This design comes from an exercise in tuning for small area on the open sky130 flow, not from production work. The RTL was checked by simulation tests, not by an equivalence proof against the original design.

==> v16 <==
Design pong, start of the top module:
module pong(
    input clock,
    output [3:0] red,
    output [3:0] green,
    output [3:0] blue,
    output hsync, vsync, avideo,
    input switch,
    input reset,
    input pushUp,
    input pushDown
  );
  wire btick, ptick, act, ar, sent, pt, r, g, b;
  wire [9:0] x, y, bx;
  wire [8:0] pad, by;
  wire [2:0] sec;
  pong_timer   tmr (.clock(clock), .reset(reset), .btick(btick), .ptick(ptick), .x(x), .y(y),
                    .act(act), .hsync(hsync), .vsync(vsync));
  pong_restart rst (.clock(clock), .reset(reset), .switch(switch), .ar(ar));
  pong_paddle  pdl (.clock(clock), .reset(reset), .ar(ar), .ptick(ptick), .pushUp(pushUp),
                    .pushDown(pushDown), .pad(pad));
  pong_impact  imp (.clock(clock), .reset(reset), .bx(bx), .by(by), .pad(pad), .sent(sent),
                    .pt(pt), .sec(sec));
  pong_ball    bal (.clock(clock), .reset(reset), .btick(btick), .ar(ar), .sent(sent), .pt(pt),
                    .sec(sec), .bx(bx), .by(by));
  pong_picture pic (.clock(clock), .switch(switch), .x(x), .yin(y), .act(act), .pad(pad), .bx(bx),
                    .by(by), .r(r), .g(g), .b(b));
  assign avideo = act;
  assign red   = {4{r}};
  assign green = {4{g}};
  assign blue  = {4{b}};
endmodule
export LEC_CHECK = 0
export CAP_MARGIN = 20
export CORE_MARGIN = 2
export CORE_UTILIZATION = 40
export SLEW_MARGIN = 20
create_clock -name core_clock -period 10.0 [get_ports {clock}]
standard.sh (not shown) runs the stock make flow with config.mk's settings and CLKGATE_MAP_FILE= SYNTH_SCRIPT=/design/flow/synth_recipe.tcl, a recipe that flattens the netlist after the stock synthesis.
==> flow/flow/run.sh <==
#!/bin/bash
# Own layout flow:
#  1. the standard synthesis (bash standard.sh synth);
#  2. the combinational logic mapped again by ABC with an area-oriented
#     script; the flip-flops, their names and their cells stay as the
#     standard synthesis made them;
#  3. the standard layout from floorplan to finish on that netlist, with
#     the smallest buffer on each port and a clock tree of small buffers.
# Each tool's output goes to a log file of its own in this folder.
set -euo pipefail
W=$(pwd)
PLAT=${FLOW_PLATFORM:-sky130hd}
R=$W/orfs/results/$PLAT/pong/base
L=$W/orfs/logs/$PLAT/pong/base

bash standard.sh synth > "$W/standard_synth.log" 2>&1

YOSYS=$(command -v yosys || true)
[ -n "$YOSYS" ] || YOSYS=$FLOW_HOME/../tools/install/yosys/bin/yosys
LIB=$FLOW_HOME/platforms/$PLAT/lib/sky130_fd_sc_hd__tt_025C_1v80.lib

cp "$R/1_2_yosys.v" "$W/standard_synth.v"
# the same don't-use cells as the standard synthesis gave ABC
DONT_USE=$(grep -m1 -o -- '^abc -script .*' "$L/1_2_yosys.log" | grep -o -- '-dont_use [^ ]*' | tr '\n' ' ')
# the sequential cells stay as they are
SEQ=$(grep -o 'sky130_fd_sc_hd__\(df\|edf\|sdf\|dl\|sdl\)[a-z0-9_]*' "$W/standard_synth.v" | sort -u | tr '\n' ' ')

cat > "$W/remap.ys" <<YS
read_liberty -ignore_miss_func $LIB
read_verilog $W/standard_synth.v
hierarchy -top $FLOW_TOP
setattr -mod -set blackbox 1 $SEQ
flatten
hierarchy -top $FLOW_TOP
opt_clean -purge
tee -o $W/remap_before.txt stat -liberty $LIB
abc -liberty $LIB $DONT_USE -script +strash;&get,-n;&deepsyn,-T,${DEEPSYN_T:-120};&put;dch,-f;amap
opt_clean -purge
setundef -zero
hilomap -singleton -hicell sky130_fd_sc_hd__conb_1 HI -locell sky130_fd_sc_hd__conb_1 LO
insbuf -buf sky130_fd_sc_hd__buf_1 A X
splitnets
opt_clean -purge
read_liberty -lib -ignore_redef $LIB
check -assert
tee -o $W/remap_after.txt stat -liberty $LIB
write_verilog -noattr -nohex -nodec $W/remap.v
YS
"$YOSYS" -s "$W/remap.ys" > "$W/remap.log" 2>&1

cp "$W/remap.v" "$R/1_2_yosys.v"
rm -f "$R/1_synth.odb" "$R/1_synth.sdc"

export BUFFER_PORTS_ARGS="-buffer_cell sky130_fd_sc_hd__buf_1"
export CTS_ARGS="-sink_clustering_enable -repair_clock_nets -dont_use_dummy_load ${CTS_EXTRA:-}"
bash standard.sh > "$W/standard_layout.log" 2>&1
==> inputs of v1, as changes to v16 <==
--- a/flow/design.v
+++ b/flow/design.v
@@ -201,26 +201,34 @@
 module pong_restart(
     input clock,
     input reset,
     input switch,
     output reg ar
   );
-  reg p;
+  reg ar1;
   always @(posedge clock) begin
-    p  <= reset & switch;
-    ar <= reset & switch & ~p;
+    if (~reset | ~switch) begin
+      ar  <= 1'b0;
+      ar1 <= 1'b0;
+    end else begin
+      if (~ar & ~ar1) ar <= 1'b1;
+      if (ar & ~ar1) begin
+        ar1 <= 1'b1;
+        ar  <= 1'b0;
+      end
+    end
   end
 endmodule
 module pong_paddle(
     input clock,
     input reset,
     input ar,
     input ptick,
     input pushUp,
     input pushDown,
-    output reg [8:0] pad
+    output reg [9:0] pad
   );
 function ge;
   input [9:0] v;
   input [9:0] k;
   integer i;
   begin
@@ -290,28 +298,28 @@
     for (i = 0; i < 10; i = i + 1) begin
       step10[i] = v[i] ^ c;
       c = c & (v[i] ^ dn);
     end
   end
 endfunction
-  wire pad_top = ~(|pad[8:5] | pad[0]);                 
+  wire pad_top = ~(|pad[9:5] | pad[0]);                 
   wire pad_bot = pad[8] & pad[7] & pad[5] & pad[4];      
-  wire [9:0] pad_mv = add10({1'b0, pad}, pushUp ? 10'd3 : 10'h3fd);
+  wire [9:0] pad_mv = add10(pad, pushUp ? 10'd3 : 10'h3fd);
   always @(posedge clock) begin
     if (~reset | ar)
-      pad <= 9'd220;
+      pad <= 10'd220;
     else if (ptick & ((~pushUp & ~pad_top) | (pushUp & ~pushDown & ~pad_bot)))
-      pad <= pad_mv[8:0];
+      pad <= pad_mv;
   end
 endmodule
 module pong_impact(
     input clock,
     input reset,
     input [9:0] bx,
-    input [8:0] by,
-    input [8:0] pad,
+    input [9:0] by,
+    input [9:0] pad,
     output reg sent,        
     output reg pt,          
     output reg [2:0] sec    
   );
 function ge;
   input [9:0] v;
@@ -385,28 +393,31 @@
       step10[i] = v[i] ^ c;
       c = c & (v[i] ^ dn);
     end
   end
 endfunction
   reg st, nst;
-  wire [10:0] e = sub10({1'b0, by}, {1'b0, pad});
-  wire eneg = e[10] & (&e[9:2]) & (e[1] | e[0]);      
-  wire onpad = (~e[10] & le(e[9:0], 37)) | eneg;
-  wire [5:0] el = e[5:0];
-  wire [2:0] sec_code = (eneg | le(el, 2)) ? 3'b101 :    
-                        le(el, 8)  ? 3'b110 :            
-                        le(el, 13) ? 3'b111 :            
-                        le(el, 19) ? 3'b000 :
-                        le(el, 25) ? 3'b001 :            
-                        le(el, 31) ? 3'b010 :            
-                                     3'b011;             
+  wire [10:0] d = sub10(add10(by, 10'd3), pad);
+  wire onpad = ~d[10] & le(d[9:0], 40);
+  wire [5:0] dl = d[5:0];
+  wire [2:0] sec_code = le(dl, 5)  ? 3'b101 :    
+                        le(dl, 11) ? 3'b110 :    
+                        le(dl, 16) ? 3'b111 :    
+                        le(dl, 22) ? 3'b000 :
+                        le(dl, 28) ? 3'b001 :    
+                        le(dl, 34) ? 3'b010 :    
+                                     3'b011;     
   always @(posedge clock) begin
-    st <= nst;
     if (~reset) begin
+      st <= 1'b0;
       nst <= 1'b0;
+      sent <= 1'b0;
+      pt <= 1'b0;
+      sec <= 3'b000;
     end else begin
+      st <= nst;
       if (~st) begin
         if ((bx == 10'd33) & onpad) begin
           pt <= 1'b0;
           sec <= sec_code;
           nst <= 1'b1;
         end else if (~ge(bx, 10) & ~onpad) begin
@@ -433,13 +444,13 @@
     input btick,
     input ar,
     input sent,
     input pt,
     input [2:0] sec,
     output reg [9:0] bx,
-    output reg [8:0] by
+    output reg [9:0] by
   );
 function ge;
   input [9:0] v;
   input [9:0] k;
   integer i;
   begin
@@ -511,25 +522,25 @@
       c = c & (v[i] ^ dn);
     end
   end
 endfunction
   reg [3:0] rnd;
   reg ponto2, s2, s3, a1, a2, a11, a22;
-  wire [8:0] yr = (rnd == 4'd1)  ? 9'd100 :
-                  (rnd == 4'd2)  ? 9'd400 :
-                  (rnd == 4'd3)  ? 9'd270 :
-                  (rnd == 4'd4)  ? 9'd133 :
-                  (rnd == 4'd5)  ? 9'd450 :
-                  (rnd == 4'd6)  ? 9'd310 :
-                  (rnd == 4'd7)  ? 9'd210 :
-                  (rnd == 4'd8)  ? 9'd35  :
-                  (rnd == 4'd9)  ? 9'd335 :
-                  (rnd == 4'd10) ? 9'd135 : 9'd227;
+  wire [9:0] yr = (rnd == 4'd1)  ? 10'd100 :
+                  (rnd == 4'd2)  ? 10'd400 :
+                  (rnd == 4'd3)  ? 10'd270 :
+                  (rnd == 4'd4)  ? 10'd133 :
+                  (rnd == 4'd5)  ? 10'd450 :
+                  (rnd == 4'd6)  ? 10'd310 :
+                  (rnd == 4'd7)  ? 10'd210 :
+                  (rnd == 4'd8)  ? 10'd35  :
+                  (rnd == 4'd9)  ? 10'd335 :
+                  (rnd == 4'd10) ? 10'd135 : 10'd227;
   wire bx632 = (bx == 10'd632);
-  wire top  = le({1'b0, by}, 29);
-  wire bot  = ge({1'b0, by}, 464);
+  wire top  = le(by, 29);
+  wire bot  = ge(by, 464);
   wire xl10 = le(bx, 10);
   wire restart = pt | ponto2 | ar;
   reg [1:0] dx;      
   reg [2:0] dy;      
   reg n_ponto2, n_s2, n_s3, n_a1, n_a2, n_a11, n_a22;
   always @(*) begin
@@ -582,17 +593,17 @@
       dy = sec;
     end
   end
   wire ld = ~reset | (btick & restart);
   wire mv = btick & ~restart;
   wire [9:0] bx_step = step10(bx, mv & dx[0], dx[1]);
-  wire [9:0] by_step = add10({1'b0, by}, {{7{mv & dy[2]}}, mv & dy[2], mv & dy[1], mv & dy[0]});
-  wire [8:0] by_ld = reset ? yr : 9'd237;
+  wire [9:0] by_step = add10(by, {{7{mv & dy[2]}}, mv & dy[2], mv & dy[1], mv & dy[0]});
+  wire [9:0] by_ld = reset ? yr : 10'd237;
   always @(posedge clock) begin
     bx <= ld ? 10'd630 : bx_step;
-    by <= ld ? by_ld : by_step[8:0];
+    by <= ld ? by_ld : by_step;
     if (~reset)
       rnd <= 4'd0;
     else if (btick & restart)
       rnd <= rnd + 4'd1;
     if (ld)
       {ponto2, s2, s3, a1, a2, a11, a22} <= 7'd0;
@@ -601,17 +612,17 @@
   end
 endmodule
 module pong_picture(
     input clock,
     input switch,
     input [9:0] x,
-    input [9:0] yin,
+    input [9:0] y,
     input act,
-    input [8:0] pad,
+    input [9:0] pad,
     input [9:0] bx,
-    input [8:0] by,
+    input [9:0] by,
     output reg r,
     output reg g,
     output reg b
   );
 function ge;
   input [9:0] v;
@@ -684,15 +695,14 @@
     for (i = 0; i < 10; i = i + 1) begin
       step10[i] = v[i] ^ c;
       c = c & (v[i] ^ dn);
     end
   end
 endfunction
-  wire [9:0] y = {1'b0, yin[8:0]};
-  wire [10:0] py = sub10(y, {1'b0, pad});
-  wire [10:0] qy = sub10(y, {1'b0, by});
+  wire [10:0] py = sub10(y, pad);
+  wire [10:0] qy = sub10(y, by);
   wire [10:0] qx = sub10(x, bx);
   wire paddle = ge(x, 30) & le(x, 33) & ~py[10] & le(py[9:0], 40);
   wire ball   = ~qx[10] & le(qx[9:0], 4) & ~qy[10] & le(qy[9:0], 6);
   wire gc = ((ge(x,318) && le(x,322)) && (ge(y,0) && le(y,25))) ||
             ((ge(y,25) && le(y,28)) || ge(y,476) || (ge(x,636) && ge(y,25))) || paddle || ball;
   wire gr = ((ge(y,4) && le(y,20)) && (ge(x,15) && le(x,16))) || ((ge(y,4) && le(y,5)) && (ge(x,17) && le(x,21))) ||
@@ -747,25 +757,24 @@
     input switch,
     input reset,
     input pushUp,
     input pushDown
   );
   wire btick, ptick, act, ar, sent, pt, r, g, b;
-  wire [9:0] x, y, bx;
-  wire [8:0] pad, by;
+  wire [9:0] x, y, pad, bx, by;
   wire [2:0] sec;
   pong_timer   tmr (.clock(clock), .reset(reset), .btick(btick), .ptick(ptick), .x(x), .y(y),
                     .act(act), .hsync(hsync), .vsync(vsync));
   pong_restart rst (.clock(clock), .reset(reset), .switch(switch), .ar(ar));
   pong_paddle  pdl (.clock(clock), .reset(reset), .ar(ar), .ptick(ptick), .pushUp(pushUp),
                     .pushDown(pushDown), .pad(pad));
   pong_impact  imp (.clock(clock), .reset(reset), .bx(bx), .by(by), .pad(pad), .sent(sent),
                     .pt(pt), .sec(sec));
   pong_ball    bal (.clock(clock), .reset(reset), .btick(btick), .ar(ar), .sent(sent), .pt(pt),
                     .sec(sec), .bx(bx), .by(by));
-  pong_picture pic (.clock(clock), .switch(switch), .x(x), .yin(y), .act(act), .pad(pad), .bx(bx),
+  pong_picture pic (.clock(clock), .switch(switch), .x(x), .y(y), .act(act), .pad(pad), .bx(bx),
                     .by(by), .r(r), .g(g), .b(b));
   assign avideo = act;
   assign red   = {4{r}};
   assign green = {4{g}};
   assign blue  = {4{b}};
 endmodule
==> flow/run.sh (new file) <==
#!/bin/bash
# synth_recipe.tcl (not shown) runs the flow's synth.tcl, then flattens the netlist and writes it again
# the make line also repeats each setting of config.mk as NAME=value (left out here)
make -C /OpenROAD-flow-scripts/flow DESIGN_CONFIG=/design/flow/config.mk WORK_HOME=/design/flow/orfs CLKGATE_MAP_FILE= SYNTH_SCRIPT=/design/flow/synth_recipe.tcl finish
removed: flow/flow/run.sh
removed: flow/standard.sh
==> flow_metrics.env <==
export IMPL_critPathMaxFanout=10
export IMPL_fin_util=0.433
export IMPL_slew_headroom=0.335
export IMPL_seqPwrFrac=0.470
export IMPL_drt_iter0_drc=659
export IMPL_status="finished clean"
export IMPL_multi_input_area_share=0.670
export IMPL_timing_rr_start="bal.bx[0]$_SDFF_PN0_"
export IMPL_cp_arrival_ns=6.80
Source of the figures above: v1

==> flow_metrics.env <==
export IMPL_crit_cells=21
export IMPL_critPathMaxFanout=6
export IMPL_post_drt_via_cell_ratio=6.06
export IMPL_slew_headroom=0.376
export IMPL_fin_util=0.446
export IMPL_drt_iter0_drc=917
export IMPL_timing_rr_start="bal.by[1]$_DFF_P_"
export IMPL_layout_commonest_cell="nor2_1"
export IMPL_status="finished clean"
Source of the figures above: v16

re-timing with driven ports:
The flow's constraints put no driver on any port. The routed layouts listed below were extracted and timed again, unchanged, in two steps.
Step 1, drivers: a clkbuf_16 drives clock and a buf_2 each remaining input, both assumed.
Step 2 moves the port delays by t, midway between the first and last clock arrival at a register: inputs arrive t later, outputs are due t later. That takes back most of the time a late clock gives input paths.
a / b / c = ideal / step 1 / step 2; a / b = the first two.
run | shift t [ns] | setup slack, ns | hold slack, ns | latest minus earliest clock arrival (ns) | worst register clock-pin slew, ns
v16 | 0.383 | 5.570 / 5.570 / 5.570 | 0.343 / 0.343 / 0.343 | 0.019 / 0.020 | 0.07 / 0.07
v1 | 0.394 | 3.485 / 3.503 / 3.109 | 0.434 / 0.434 / 0.434 | 0.015 / 0.016 | 0.08 / 0.08
After both steps every run listed still meets setup and hold. For v1, which loses most, drivers alone change the setup slack by +0.018 ns; drivers and shift together by -0.376 ns.
